This design comes from an exercise in tuning for small area, a short achievable clock period and few clock cycles on the open sky130 flow, not from production work.
RTL that was checked went through simulation tests only; none was proved equivalent to the original.
Power figures rest on the tool's default switching activity, not on a simulated workload.

==> module div, before the edit <==
module div (
    input wire clk,
    input wire rst_n,
    input wire [32-1:0] dividend_i,
    input wire [32-1:0] divisor_i,
    input wire                       start_i,
    input wire                       ctrl_ready_i,
    input wire [                3:0] op_i,
    output wire [32-1:0] result_o,
    output reg                        busy_o,
    output reg                        valid_o
);
    localparam [1:0] S_IDLE = 2'd0, S_PREP = 2'd1, S_ITER = 2'd2, S_FIN = 2'd3;
    reg  [1:0] state;
    reg [31:0] r;       
    reg [31:0] x;       
    reg [31:0] q;       
    reg  [4:0] cnt;
    reg  [4:0] pa, pb;  
    reg        sa, sb;  
    reg        is_rem;   
    reg        cin;      
    function automatic [4:0] msb32(input [31:0] v);
        reg [7:0] nz;
        reg [1:0] p [0:7];
        reg [2:0] g;
        integer i;
        begin
            for (i = 0; i < 8; i = i + 1) begin
                nz[i]   = |v[4*i+:4];
                p[i][1] = v[4*i+3] | v[4*i+2];
                p[i][0] = v[4*i+3] | (~v[4*i+2] & v[4*i+1]);
            end
            g[2] = |nz[7:4];
            g[1] = g[2] ? (nz[7] | nz[6]) : (nz[3] | nz[2]);
            g[0] = g[2] ? (nz[7] | (~nz[6] & nz[5])) : (nz[3] | (~nz[2] & nz[1]));
            msb32 = {g, p[g]};
        end
    endfunction
    wire        sgn_i = op_i[0] | op_i[2];
    wire        sa_i  = sgn_i & dividend_i[31];
    wire        sb_i  = sgn_i & divisor_i[31];
    wire [31:0] a_m   = dividend_i ^ {32{sa_i}};    
    wire [31:0] b_m   = divisor_i ^ {32{sb_i}};     
    wire [32:0] sum;
    wire        cout = sum[32];
    add32 u_add (.a(r), .b(x), .ci(cin), .s(sum));
    wire        prep = (state == S_PREP);
    wire [31:0] inc_in = prep ? r : (is_rem ? (r ^ {32{sa}}) : ~q);
    wire        inc_c  = (prep | is_rem) ? sa : 1'b1;
    wire [31:0] inc_out;
    inc32 u_inc (.a(inc_in), .ci(inc_c), .s(inc_out));
    wire [5:0] kk = {1'b0, pa} + {5'd0, sa} - {1'b0, pb};
    wire [4:0] k  = kk[4:0];
    reg  [31:0] x_init;
    always @(*) begin
        x_init = x;
        if (k[0]) x_init = {x_init[30:0], {1{~sb}}};
        if (k[1]) x_init = {x_init[29:0], {2{~sb}}};
        if (k[2]) x_init = {x_init[27:0], {4{~sb}}};
        if (k[3]) x_init = {x_init[23:0], {8{~sb}}};
        if (k[4]) x_init = {x_init[15:0], {16{~sb}}};
    end
    wire bz = ~sb & (pb == 5'd0) & x[0];
    wire lt = ~cout;
    wire early = bz | ((sa & ~sb) ? kk[5] : lt);
    assign result_o = q;
    always @(posedge clk) begin
        if (!rst_n) begin
            state   <= S_IDLE;
            busy_o  <= 1'b0;
            valid_o <= 1'b0;
        end else begin
            case (state)
                S_IDLE: begin
                    if (ctrl_ready_i) begin
                        valid_o <= 1'b0;
                        if (start_i) begin
                            state  <= S_PREP;
                            busy_o <= 1'b1;
                        end
                    end
                end
                S_PREP: begin
                    if (early) begin
                        if (sa & is_rem) begin
                            state <= S_FIN;
                        end else begin
                            state   <= S_IDLE;
                            busy_o  <= 1'b0;
                            valid_o <= 1'b1;
                        end
                    end else begin
                        state <= S_ITER;
                    end
                end
                S_ITER: begin
                    if (cnt == 5'd0) begin
                        if (is_rem | (sa ^ sb)) begin
                            state <= S_FIN;
                        end else begin
                            state   <= S_IDLE;
                            busy_o  <= 1'b0;
                            valid_o <= 1'b1;
                        end
                    end
                end
                default: begin   
                    state   <= S_IDLE;
                    busy_o  <= 1'b0;
                    valid_o <= 1'b1;
                end
            endcase
        end
    end
    always @(posedge clk) begin
        pa <= msb32(a_m);
        pb <= msb32(b_m | {31'd0, sb_i});
        case (state)
            S_IDLE:  x <= ~b_m;
            S_PREP:  x <= x_init;
            default: x <= {1'b1, x[31:1]};
        endcase
        cnt <= (state == S_PREP) ? k : cnt - 5'd1;
        cin <= (state == S_IDLE) ? (sa_i | ~sb_i) : ~sb;
        case (state)
            S_IDLE: begin
                r      <= a_m;
                sa     <= sa_i;
                sb     <= sb_i;
                is_rem <= op_i[2] | op_i[3];
            end
            S_PREP: begin
                r <= inc_out;
                q <= is_rem ? inc_out : {32{bz}};
            end
            S_ITER: begin
                if (cout) r <= sum[31:0];
                q <= {q[30:0], cout};
            end
            default: begin   
                q <= inc_out;
            end
        endcase
    end
endmodule
clock: 8.0 ns
lec_check: 0
abc_area: 1
cap_margin: 20
core_margin: 2
core_utilization: 50
cts_buf_list: sky130_fd_sc_hd__clkbuf_8
place_density: 0.55
setup_slack_margin: 4.75
slew_margin: 20
standard.sh (not shown) runs the stock make flow with config.mk's settings and CLKGATE_MAP_FILE= SYNTH_SCRIPT=/design/flow/synth_recipe.tcl, a recipe that flattens the netlist after the stock synthesis.
==> flow/flow/run.sh <==
#!/bin/bash
# The standard layout (the standard.sh, standard synthesis included),
# with the port buffers that ORFS inserts before global placement made
# from sky130_fd_sc_hd__buf_1 instead of the library's pick.
set -euo pipefail
export BUFFER_PORTS_ARGS="-buffer_cell sky130_fd_sc_hd__buf_1"
bash standard.sh > standard.log 2>&1
The first run ran to the end with no violations.
Testbench counts at the start, summed over its fixed seeds: cycles 63,187.
Next try:
--- a/flow/design.v
+++ b/flow/design.v
@@ -58,13 +58,13 @@
         if (k[0]) x_init = {x_init[30:0], {1{~sb}}};
         if (k[1]) x_init = {x_init[29:0], {2{~sb}}};
         if (k[2]) x_init = {x_init[27:0], {4{~sb}}};
         if (k[3]) x_init = {x_init[23:0], {8{~sb}}};
         if (k[4]) x_init = {x_init[15:0], {16{~sb}}};
     end
-    wire bz = ~sb & (pb == 5'd0) & x[0];
+    wire bz = ~sb & (&x);                           
     wire lt = ~cout;
     wire early = bz | ((sa & ~sb) ? kk[5] : lt);
     assign result_o = q;
     always @(posedge clk) begin
         if (!rst_n) begin
             state   <= S_IDLE;
After rerunning: The new run completed with no timing, DRC or antenna violations. Wire length went up by a few percent. Power went up by a few percent. Maximum frequency went up slightly. Area after synthesis went up by a few percent. Die area went up by a few percent. Combinational power went up by a few percent. Clock power went up by a few percent. Worst setup slack is better by 56 ps. Core utilization went up by 0.32 points. Non-clock buffer count went down by 1. Clock skew went up by 4.4 ps. First-iteration DRC count went up by a little under a tenth. Final area went up slightly. Critical path depth went down by 2.
Testbench counts after the change, summed over its fixed seeds: cycles 63,187.


## run 1
The RTL this note starts from:
==> flow/design.v <==
module div (
    input wire clk,
    input wire rst_n,
    input wire [32-1:0] dividend_i,
    input wire [32-1:0] divisor_i,
    input wire                       start_i,
    input wire                       ctrl_ready_i,
    input wire [                3:0] op_i,
    output wire [32-1:0] result_o,
    output reg                        busy_o,
    output reg                        valid_o
);
    reg        s_prep, s_iter, s_cor, s_fin;   
    reg [32:0] r;       
    reg [31:0] x;       
    reg [31:0] q;       
    reg  [4:0] cnt;
    reg  [4:0] pa, pb;  
    reg        sa, sb;  
    reg        is_rem, is_div;
    reg        cin;               
    reg        inc_q, inc_x, inc_c;  
    reg        f_const, f_val;    
    function automatic [4:0] msb32(input [31:0] v);
        reg [7:0] nz;
        reg [1:0] p [0:7];
        reg [2:0] g;
        integer i;
        begin
            for (i = 0; i < 8; i = i + 1) begin
                nz[i]   = |v[4*i+:4];
                p[i][1] = v[4*i+3] | v[4*i+2];
                p[i][0] = v[4*i+3] | (~v[4*i+2] & v[4*i+1]);
            end
            g[2] = |nz[7:4];
            g[1] = g[2] ? (nz[7] | nz[6]) : (nz[3] | nz[2]);
            g[0] = g[2] ? (nz[7] | (~nz[6] & nz[5])) : (nz[3] | (~nz[2] & nz[1]));
            msb32 = {g, p[g]};
        end
    endfunction
    wire        sgn_i = op_i[0] | op_i[2];
    wire        sa_i  = sgn_i & dividend_i[31];
    wire        sb_i  = sgn_i & divisor_i[31];
    wire [31:0] a_m   = dividend_i ^ {32{sa_i}};    
    wire [31:0] b_m   = divisor_i ^ {32{sb_i}};     
    wire        neg  = r[32];
    wire [32:0] sum  = r + ({1'b1, x} ^ {33{neg}}) + {32'd0, cin ^ neg};
    wire        qbit = ~sum[32];
    wire [31:0] inc_in  = inc_q ? ~q : (r[31:0] ^ {32{inc_x}});
    wire [31:0] inc_out = inc_in + {31'd0, inc_c};
    wire [5:0] kk = {1'b0, pa} + {5'd0, sa} - {1'b0, pb};
    wire [4:0] k  = kk[4:0];
    reg  [31:0] x_init;
    always @(*) begin
        x_init = x;
        if (k[0]) x_init = {x_init[30:0], {1{~sb}}};
        if (k[1]) x_init = {x_init[29:0], {2{~sb}}};
        if (k[2]) x_init = {x_init[27:0], {4{~sb}}};
        if (k[3]) x_init = {x_init[23:0], {8{~sb}}};
        if (k[4]) x_init = {x_init[15:0], {16{~sb}}};
    end
    wire bz = ~sb & (&x);                           
    wire lt = sum[32];
    wire eq = ~sb & (&sum[31:0]);                   
    wire early = bz | lt;
    wire fix   = sa & (is_rem | ~sb);               
    wire last  = (cnt == 5'd0);
    wire fin_needed = is_rem | (is_div & (sa ^ sb));
    assign result_o = q;
    always @(posedge clk) begin
        if (!rst_n) begin
            busy_o  <= 1'b0;
            valid_o <= 1'b0;
            s_prep  <= 1'b0;
            s_iter  <= 1'b0;
            s_cor   <= 1'b0;
            s_fin   <= 1'b0;
        end else begin
            if (!busy_o) begin
                if (ctrl_ready_i) begin
                    valid_o <= 1'b0;
                    if (start_i) begin
                        busy_o <= 1'b1;
                        s_prep <= 1'b1;
                    end
                end
            end
            if (s_prep) begin
                s_prep <= 1'b0;
                if (early) begin
                    if (fix) begin
                        s_fin <= 1'b1;
                    end else begin
                        busy_o  <= 1'b0;
                        valid_o <= 1'b1;
                    end
                end else begin
                    s_iter <= 1'b1;
                end
            end
            if (s_iter & last) begin
                s_iter <= 1'b0;
                if (is_rem & sum[32]) begin
                    s_cor <= 1'b1;
                end else if (fin_needed) begin
                    s_fin <= 1'b1;
                end else begin
                    busy_o  <= 1'b0;
                    valid_o <= 1'b1;
                end
            end
            if (s_cor) begin
                s_cor <= 1'b0;
                s_fin <= 1'b1;
            end
            if (s_fin) begin
                s_fin   <= 1'b0;
                busy_o  <= 1'b0;
                valid_o <= 1'b1;
            end
        end
    end
    always @(posedge clk) begin
        pa <= msb32(a_m);
        pb <= msb32(b_m | {31'd0, sb_i});
        if (!busy_o) begin
            r      <= {1'b0, a_m};
            x      <= ~b_m;
            sa     <= sa_i;
            sb     <= sb_i;
            is_rem <= op_i[2] | op_i[3];
            is_div <= op_i[0] | op_i[1];
            cin    <= sa_i | ~sb_i;
            inc_q  <= 1'b0;
            inc_x  <= 1'b0;
            inc_c  <= sa_i;
        end
        if (s_prep) begin
            r       <= {1'b0, inc_out};
            x       <= x_init;
            cnt     <= k;
            q       <= is_rem ? inc_out : {32{bz}};
            cin     <= ~sb;
            inc_q   <= is_div;
            inc_x   <= sa;
            inc_c   <= is_rem ? sa : 1'b1;
            f_const <= ~is_rem | eq;
            f_val   <= ~is_rem & (bz | eq);
        end
        if (s_iter) begin
            r       <= sum;
            q       <= {q[30:0], qbit};
            if (!last) x <= {1'b1, x[31:1]};
            cnt     <= cnt - 5'd1;
            f_const <= 1'b0;
        end
        if (s_cor) begin
            r <= sum;
        end
        if (s_fin) begin
            q <= f_const ? {32{f_val}} : inc_out;
        end
    end
endmodule
clock: 8.0 ns
lec_check: 0
abc_area: 1
cap_margin: 20
core_margin: 2
core_utilization: 40
place_density: 0.65
setup_slack_margin: 4
slew_margin: 20
run.sh (not shown) runs the stock make flow with config.mk's settings and CLKGATE_MAP_FILE= SYNTH_SCRIPT=/design/flow/synth_recipe.tcl, a recipe that flattens the netlist after the stock synthesis.
Stock flow here: none of the scripts above is used.
Changes in run 2 relative to run 1:
--- a/flow/design.v
+++ b/flow/design.v
@@ -8,12 +8,12 @@
     input wire [                3:0] op_i,
     output wire [32-1:0] result_o,
     output reg                        busy_o,
     output reg                        valid_o
 );
-    reg        s_prep, s_iter, s_cor, s_fin;   
-    reg [32:0] r;       
+    reg        s_prep, s_iter, s_fin;   
+    reg [31:0] r;       
     reg [31:0] x;       
     reg [31:0] q;       
     reg  [4:0] cnt;
     reg  [4:0] pa, pb;  
     reg        sa, sb;  
@@ -41,14 +41,13 @@
     wire        sgn_i = op_i[0] | op_i[2];
     wire        sa_i  = sgn_i & dividend_i[31];
     wire        sb_i  = sgn_i & divisor_i[31];
     wire [31:0] a_m   = dividend_i ^ {32{sa_i}};    
     wire [31:0] b_m   = divisor_i ^ {32{sb_i}};     
-    wire        neg  = r[32];
-    wire [32:0] sum  = r + ({1'b1, x} ^ {33{neg}}) + {32'd0, cin ^ neg};
-    wire        qbit = ~sum[32];
-    wire [31:0] inc_in  = inc_q ? ~q : (r[31:0] ^ {32{inc_x}});
+    wire [32:0] sum  = {1'b0, r} + {1'b0, x} + {32'd0, cin};
+    wire        cout = sum[32];
+    wire [31:0] inc_in  = inc_q ? ~q : (r ^ {32{inc_x}});
     wire [31:0] inc_out = inc_in + {31'd0, inc_c};
     wire [5:0] kk = {1'b0, pa} + {5'd0, sa} - {1'b0, pb};
     wire [4:0] k  = kk[4:0];
     reg  [31:0] x_init;
     always @(*) begin
@@ -58,11 +57,11 @@
         if (k[2]) x_init = {x_init[27:0], {4{~sb}}};
         if (k[3]) x_init = {x_init[23:0], {8{~sb}}};
         if (k[4]) x_init = {x_init[15:0], {16{~sb}}};
     end
     wire bz = ~sb & (&x);                           
-    wire lt = sum[32];
+    wire lt = ~cout;
     wire eq = ~sb & (&sum[31:0]);                   
     wire early = bz | lt;
     wire fix   = sa & (is_rem | ~sb);               
     wire last  = (cnt == 5'd0);
     wire fin_needed = is_rem | (is_div & (sa ^ sb));
@@ -71,11 +70,10 @@
         if (!rst_n) begin
             busy_o  <= 1'b0;
             valid_o <= 1'b0;
             s_prep  <= 1'b0;
             s_iter  <= 1'b0;
-            s_cor   <= 1'b0;
             s_fin   <= 1'b0;
         end else begin
             if (!busy_o) begin
                 if (ctrl_ready_i) begin
                     valid_o <= 1'b0;
@@ -98,22 +96,16 @@
                     s_iter <= 1'b1;
                 end
             end
             if (s_iter & last) begin
                 s_iter <= 1'b0;
-                if (is_rem & sum[32]) begin
-                    s_cor <= 1'b1;
-                end else if (fin_needed) begin
+                if (fin_needed) begin
                     s_fin <= 1'b1;
                 end else begin
                     busy_o  <= 1'b0;
                     valid_o <= 1'b1;
                 end
-            end
-            if (s_cor) begin
-                s_cor <= 1'b0;
-                s_fin <= 1'b1;
             end
             if (s_fin) begin
                 s_fin   <= 1'b0;
                 busy_o  <= 1'b0;
                 valid_o <= 1'b1;
@@ -122,11 +114,11 @@
     end
     always @(posedge clk) begin
         pa <= msb32(a_m);
         pb <= msb32(b_m | {31'd0, sb_i});
         if (!busy_o) begin
-            r      <= {1'b0, a_m};
+            r      <= a_m;
             x      <= ~b_m;
             sa     <= sa_i;
             sb     <= sb_i;
             is_rem <= op_i[2] | op_i[3];
             is_div <= op_i[0] | op_i[1];
@@ -134,11 +126,11 @@
             inc_q  <= 1'b0;
             inc_x  <= 1'b0;
             inc_c  <= sa_i;
         end
         if (s_prep) begin
-            r       <= {1'b0, inc_out};
+            r       <= inc_out;
             x       <= x_init;
             cnt     <= k;
             q       <= is_rem ? inc_out : {32{bz}};
             cin     <= ~sb;
             inc_q   <= is_div;
@@ -146,18 +138,15 @@
             inc_c   <= is_rem ? sa : 1'b1;
             f_const <= ~is_rem | eq;
             f_val   <= ~is_rem & (bz | eq);
         end
         if (s_iter) begin
-            r       <= sum;
-            q       <= {q[30:0], qbit};
-            if (!last) x <= {1'b1, x[31:1]};
+            if (cout) r <= sum[31:0];
+            q       <= {q[30:0], cout};
+            x       <= {1'b1, x[31:1]};
             cnt     <= cnt - 5'd1;
             f_const <= 1'b0;
-        end
-        if (s_cor) begin
-            r <= sum;
         end
         if (s_fin) begin
             q <= f_const ? {32{f_val}} : inc_out;
         end
     end
### Flow results
Going from run 1 to run 2, adder-cell share of the synthesized area +0.25 points; post-cts resize count now larger; cell area after placement went down; global routing met2 resource utilization increased by 6.1 points relative to the old numbers; maximum number of pins on one net before global-route repair decreased by 14 relative to the old numbers.
Placer's final routability congestion estimate ends up lower on run 2.
In run 2 the area occupied by multi-input gates turned out about 4.5% lower than in run 1.
Between run 2 and run 1, it is run 2 whose count of clock-buffer cells in the layout is lower, by 3.
Total DRC errors in the routed layout came out exactly the same in run 2 and run 1.
Function was not checked in any run of this note: the RTL went through the layout flow alone.

-- port drivers added, routing unchanged --
Ports are ideal in the flow. The routed layouts listed here were re-timed in OpenROAD. Step 1 assumes that a clkbuf_16 drives the clock port and a buf_2 every other input. Step 2 adds t to the input delays and takes it off the output delays; t is the mean of the earliest and latest rising clock arrival at the registers after step 1. Input paths then give back, and output paths get back, about the clock's delay inside the block. Three values: no drivers, after step 1, after step 2; two values: the first two.
run	t (ns)	setup WS [ns]	hold slack, ns
the first run of note 1	0.502	4.805 / 4.805 / 4.437	0.448 / 0.448 / 0.448
the second run of note 1	0.507	4.861 / 4.861 / 4.438	0.473 / 0.473 / 0.473
run 1	0.502	4.234 / 4.234 / 3.868	0.521 / 0.521 / 0.521
run 2	0.510	4.202 / 4.231 / 3.721	0.567 / 0.567 / 0.567
After both steps every run listed still meets setup and hold. For run 2, which loses most, drivers alone change the setup slack by +0.029 ns; drivers and shift together by -0.481 ns.
